Source: an optimization exercise on an open RTL-to-GDS flow (aim: small area, a short achievable clock period and few clock cycles). Production flows keep margins and buffers that such runs may drop.
In this exercise RTL edits were held to simulation tests only and were not proved equivalent to the original.
No activity file was given, so power comes from the tool's default toggle rates.

## cpu
module cpu(clk, reset, s, load, in, out, N, V, Z, w);
    input clk, reset, s, load;
    input [15:0] in;
    output [15:0] out;
    output N, V, Z, w;
    reg w, rep;
    reg [15:0] ir;
    wire w_nx, rep_nx, start;
    FSM_controller ctl(.reset(reset), .s(s), .load(load), .rep(rep),
                       .w_nx(w_nx), .rep_nx(rep_nx), .start(start));
    always @(posedge clk) begin
        w <= w_nx;
        rep <= rep_nx;
        if (load) ir <= in;
    end
    wire [15:0] ins;
    wire [2:0] rn, rm;
    wire [1:0] sh;
    insmux #(16) mi(.rep(rep), .in(in), .ir(ir), .q(ins));
    insmux #(3) mn(.rep(rep), .in(in[10:8]), .ir(ir[10:8]), .q(rn));
    insmux #(3) mm(.rep(rep), .in(in[2:0]), .ir(ir[2:0]), .q(rm));
    insmux #(2) ms(.rep(rep), .in(in[4:3]), .ir(ir[4:3]), .q(sh));
    wire wr1, wc1, cmp1, gsel1, ci1, aen, movi, inv;
    wire [2:0] rd1;
    instruction_decoder dec(.ins(ins), .start(start), .wr(wr1), .wc(wc1), .cmp(cmp1),
                            .gsel(gsel1), .ci(ci1), .aen(aen), .movi(movi), .inv(inv),
                            .rd(rd1));
  ...
==> module ALU, before the edit <==
module ALU(g, t, ci, gsel, wc, cmp, creg, freg, res, out, f);
    input [15:0] g, t, creg;
    input ci, gsel, wc, cmp;
    input [2:0] freg;
    output [15:0] res, out;
    output [2:0] f;
    wire [15:0] c;
    carries cy(.g(g), .t(t), .ci(ci), .c(c));
    wire [15:0] x = t & ~g;
    wire [15:0] r0 = gsel ? g : x;
    wire [15:0] r1 = gsel ? g : ~x;
    csel16 sres(.c(c), .d0(r0), .d1(r1), .y(res));
    wire [15:0] o0 = wc ? r0 : creg;
    wire [15:0] o1 = wc ? r1 : creg;
    csel16 sout(.c(c), .d0(o0), .d1(o1), .y(out));
    wire z = cmp ? &x : freg[2];
    wire n0 = cmp ? x[15] : freg[1];
    wire n1 = cmp ? ~x[15] : freg[1];
    wire v00 = cmp ? (x[15] ^ x[7]) : freg[0];
    wire v11 = cmp ? ~(x[15] ^ x[7]) : freg[0];
    wire v0, v1, n, v;
    csel1 s0(.c(c[7]), .d0(v00), .d1(v11), .y(v0));    
    csel1 s1(.c(c[7]), .d0(v11), .d1(v00), .y(v1));    
    csel1 sn(.c(c[15]), .d0(n0), .d1(n1), .y(n));
    csel1 sv(.c(c[15]), .d0(v0), .d1(v1), .y(v));
    assign f = {z, n, v};
endmodule
==> module csel1, before the edit <==
module csel1(c, d0, d1, y);
    input c, d0, d1;
    output y;
    assign y = (c & d1) | (~c & d0);
endmodule
==> module instruction_decoder, before the edit <==
module instruction_decoder(ins, start, wr, wc, cmp, gsel, ci, aen, movi, inv, rd);
    input [15:0] ins;
    input start;
    output wr, wc, cmp, gsel, ci, aen, movi, inv;
    output [2:0] rd;
    wire [2:0] opcode = ins[15:13];
    wire [1:0] op = ins[12:11];
    wire alu  = (opcode == 3'b101);
    wire mov  = (opcode == 3'b110);
    wire movr = mov && (op == 2'b00);
    wire iscmp = alu && (op == 2'b01);
    assign movi = mov && (op == 2'b10);
    assign wr  = start & (movi | movr | (alu & ~iscmp));
    assign wc  = start & (movr | (alu & ~iscmp));
    assign cmp = start & iscmp;
    assign gsel = movi | (alu && (op == 2'b10));    
    assign ci  = iscmp;
    assign aen = alu && (op != 2'b11);    
    assign inv = alu && op[0];            
    assign rd = movi ? ins[10:8] : ins[7:5];
endmodule
==> module insmux, before the edit <==
module insmux(rep, in, ir, q);
    parameter n = 16;
    input rep;
    input [n-1:0] in, ir;
    output [n-1:0] q;
    assign q = rep ? ir : in;
endmodule
==> module cpu, before the edit <==
module cpu(clk, reset, s, load, in, out, N, V, Z, w);
    input clk, reset, s, load;
    input [15:0] in;
    output [15:0] out;
    output N, V, Z, w;
    reg w, rep;
    reg [15:0] ir;
    wire w_nx, rep_nx, start;
    FSM_controller ctl(.reset(reset), .s(s), .load(load), .rep(rep),
                       .w_nx(w_nx), .rep_nx(rep_nx), .start(start));
    always @(posedge clk) begin
        w <= w_nx;
        rep <= rep_nx;
        if (load) ir <= in;
    end
    wire [15:0] ins;
    wire [2:0] rn, rm;
    wire [1:0] sh;
    insmux #(16) mi(.rep(rep), .in(in), .ir(ir), .q(ins));
    insmux #(3) mn(.rep(rep), .in(in[10:8]), .ir(ir[10:8]), .q(rn));
    insmux #(3) mm(.rep(rep), .in(in[2:0]), .ir(ir[2:0]), .q(rm));
    insmux #(2) ms(.rep(rep), .in(in[4:3]), .ir(ir[4:3]), .q(sh));
    wire wr1, wc1, cmp1, gsel1, ci1, aen, movi, inv;
    wire [2:0] rd1;
    instruction_decoder dec(.ins(ins), .start(start), .wr(wr1), .wc(wc1), .cmp(cmp1),
                            .gsel(gsel1), .ci(ci1), .aen(aen), .movi(movi), .inv(inv),
                            .rd(rd1));
    reg [15:0] r0, r1, r2, r3, r4, r5, r6, r7;
    wire [15:0] n0, n1, n2, n3, n4, n5, n6, n7;
    reg wr2;
    reg [2:0] rd2;
    wire [15:0] res;
    regfile rf(.we(wr2), .wa(rd2), .wd(res),
               .r0(r0), .r1(r1), .r2(r2), .r3(r3), .r4(r4), .r5(r5), .r6(r6), .r7(r7),
               .n0(n0), .n1(n1), .n2(n2), .n3(n3), .n4(n4), .n5(n5), .n6(n6), .n7(n7));
    always @(posedge clk) begin
        r0 <= n0; r1 <= n1; r2 <= n2; r3 <= n3;
        r4 <= n4; r5 <= n5; r6 <= n6; r7 <= n7;
    end
    wire [15:0] a, braw, b;
    readport pa(.sel(rn), .d0(n0), .d1(n1), .d2(n2), .d3(n3), .d4(n4), .d5(n5), .d6(n6), .d7(n7), .q(a));
    readport pb(.sel(rm), .d0(n0), .d1(n1), .d2(n2), .d3(n3), .d4(n4), .d5(n5), .d6(n6), .d7(n7), .q(braw));
    shifter shf(.in(braw), .shift(sh), .sout(b));
    wire [15:0] g1, t1;
    datapath dp(.a(a), .b(b), .imm(ins[7:0]), .aen(aen), .movi(movi), .inv(inv),
                .g(g1), .t(t1));
    reg [15:0] g2, t2, creg;
    reg ci2, wc2, cmp2, gsel2;
    reg [2:0] freg;
    wire [15:0] out_nx;
    wire [2:0] f_nx;
    always @(posedge clk) begin
        g2 <= g1;
        t2 <= t1;
        ci2 <= ci1;
        wr2 <= wr1;
        wc2 <= wc1;
        cmp2 <= cmp1;
        gsel2 <= gsel1;
        rd2 <= rd1;
        creg <= out_nx;
        freg <= f_nx;
    end
    ALU alu(.g(g2), .t(t2), .ci(ci2), .gsel(gsel2), .wc(wc2), .cmp(cmp2), .creg(creg), .freg(freg),
            .res(res), .out(out_nx), .f(f_nx));
    assign out = out_nx;
    assign {Z, N, V} = f_nx;
endmodule
Settings: LEC_CHECK=0, CAP_MARGIN=20, CORE_MARGIN=2, CORE_UTILIZATION=40, SETUP_SLACK_MARGIN=2.0, SLEW_MARGIN=20, SYNTH_HIERARCHICAL=1, SYNTH_MINIMUM_KEEP_SIZE=0; clock period 5.5 ns.
standard.sh (not shown) runs the stock make flow with config.mk's settings and CLKGATE_MAP_FILE= SYNTH_SCRIPT=/design/flow/synth_recipe.tcl, a recipe that flattens the netlist after the stock synthesis.
==> flow/flow/run.sh <==
#!/bin/bash
# Standard synthesis, then the standard layout with port buffers of a
# stronger cell and sizing not held to each cell's footprint.
set -euo pipefail
bash standard.sh synth > synth.log 2>&1
bash standard.sh MATCH_CELL_FOOTPRINT=0 'BUFFER_PORTS_ARGS=-buffer_cell sky130_fd_sc_hd__buf_4' finish > layout.log 2>&1
Testbench counts at the start, summed over its fixed seeds: cycles 6,000.
==> next run, changes <==
--- a/flow/design.v
+++ b/flow/design.v
@@ -23,25 +23,17 @@
     wire z = cmp ? &x : freg[2];
     wire n0 = cmp ? x[15] : freg[1];
     wire n1 = cmp ? ~x[15] : freg[1];
     wire v00 = cmp ? (x[15] ^ x[7]) : freg[0];
     wire v11 = cmp ? ~(x[15] ^ x[7]) : freg[0];
-    wire v0, v1, n, v;
-    csel1 s0(.c(c[7]), .d0(v00), .d1(v11), .y(v0));    
-    csel1 s1(.c(c[7]), .d0(v11), .d1(v00), .y(v1));    
-    csel1 sn(.c(c[15]), .d0(n0), .d1(n1), .y(n));
-    csel1 sv(.c(c[15]), .d0(v0), .d1(v1), .y(v));
-    assign f = {z, n, v};
+    wire v0 = c[7] ? v11 : v00;    
+    wire v1 = c[7] ? v00 : v11;    
+    assign f = {z, c[15] ? n1 : n0, c[15] ? v1 : v0};
 endmodule
 module csel16(c, d0, d1, y);
     input [15:0] c, d0, d1;
     output [15:0] y;
-    assign y = (c & d1) | (~c & d0);
-endmodule
-module csel1(c, d0, d1, y);
-    input c, d0, d1;
-    output y;
     assign y = (c & d1) | (~c & d0);
 endmodule
 module pfx_n(gh, th, gl, tl, ng, nt);
     input gh, th, gl, tl;
     output ng, nt;
@@ -143,15 +135,16 @@
             3'd6: q = d6;
             default: q = d7;
         endcase
     end
 endmodule
-module instruction_decoder(ins, start, wr, wc, cmp, gsel, ci, aen, movi, inv, rd);
+module instruction_decoder(ins, start, wr, wc, cmp, gsel, ci, aen, movi, inv, rd, rn, rm, sh);
     input [15:0] ins;
     input start;
     output wr, wc, cmp, gsel, ci, aen, movi, inv;
-    output [2:0] rd;
+    output [2:0] rd, rn, rm;
+    output [1:0] sh;
     wire [2:0] opcode = ins[15:13];
     wire [1:0] op = ins[12:11];
     wire alu  = (opcode == 3'b101);
     wire mov  = (opcode == 3'b110);
     wire movr = mov && (op == 2'b00);
@@ -162,18 +155,14 @@
     assign cmp = start & iscmp;
     assign gsel = movi | (alu && (op == 2'b10));    
     assign ci  = iscmp;
     assign aen = alu && (op != 2'b11);    
     assign inv = alu && op[0];            
+    assign rn = ins[10:8];
     assign rd = movi ? ins[10:8] : ins[7:5];
-endmodule
-module insmux(rep, in, ir, q);
-    parameter n = 16;
-    input rep;
-    input [n-1:0] in, ir;
-    output [n-1:0] q;
-    assign q = rep ? ir : in;
+    assign rm = ins[2:0];
+    assign sh = ins[4:3];
 endmodule
 module datapath(a, b, imm, aen, movi, inv, g, t);
     input [15:0] a, b;
     input [7:0] imm;
     input aen, movi, inv;
@@ -197,22 +186,17 @@
     always @(posedge clk) begin
         w <= w_nx;
         rep <= rep_nx;
         if (load) ir <= in;
     end
-    wire [15:0] ins;
-    wire [2:0] rn, rm;
+    wire [15:0] ins = rep ? ir : in;
+    wire wr1, wc1, cmp1, gsel1, ci1, aen, movi, inv;
+    wire [2:0] rd1, rn, rm;
     wire [1:0] sh;
-    insmux #(16) mi(.rep(rep), .in(in), .ir(ir), .q(ins));
-    insmux #(3) mn(.rep(rep), .in(in[10:8]), .ir(ir[10:8]), .q(rn));
-    insmux #(3) mm(.rep(rep), .in(in[2:0]), .ir(ir[2:0]), .q(rm));
-    insmux #(2) ms(.rep(rep), .in(in[4:3]), .ir(ir[4:3]), .q(sh));
-    wire wr1, wc1, cmp1, gsel1, ci1, aen, movi, inv;
-    wire [2:0] rd1;
     instruction_decoder dec(.ins(ins), .start(start), .wr(wr1), .wc(wc1), .cmp(cmp1),
                             .gsel(gsel1), .ci(ci1), .aen(aen), .movi(movi), .inv(inv),
-                            .rd(rd1));
+                            .rd(rd1), .rn(rn), .rm(rm), .sh(sh));
     reg [15:0] r0, r1, r2, r3, r4, r5, r6, r7;
     wire [15:0] n0, n1, n2, n3, n4, n5, n6, n7;
     reg wr2;
     reg [2:0] rd2;
     wire [15:0] res;
After rerunning:
- critical path depth rose by 2
- hold slack gains 0.015 ns
- global-route usage rose by 0.44 points
- non-clock buffer count fell by 5
- routed wire length fell by 1.1%
- power is about the same
- final area fell by 1.6%
- synthesized cell count fell by 0.79%
- worst setup slack loses 0.038 ns
Testbench counts after the change, summed over its fixed seeds: cycles 6,000.

-- what the ideal ports hide --
The results above use ideal ports. As a check the final layouts listed here were re-extracted and re-timed, cells and wires unchanged.
Step 1, drivers: a clkbuf_16 drives clk and a buf_2 each remaining input, both assumed.
Step 2 also shifts input and output timing later by t, the mid clock arrival at the registers, as if the neighbouring blocks saw the same clock.
Slacks: ideal ports / drivers / drivers and shift; pairs: ideal ports / drivers.
run | t, ns | slack for setup (ns) | worst register clock-pin slew, ns | pins driven straight from the clock port
the first run | 0.557 | 2.096 / 2.047 / 1.655 | 0.06 / 0.06 | 1
the second run | 0.575 | 2.057 / 2.010 / 1.730 | 0.06 / 0.06 | 1
After both steps setup and hold are still met in every run listed. The setup slack of the first run, which loses most, moves by -0.049 ns with the drivers and by -0.441 ns with both steps.
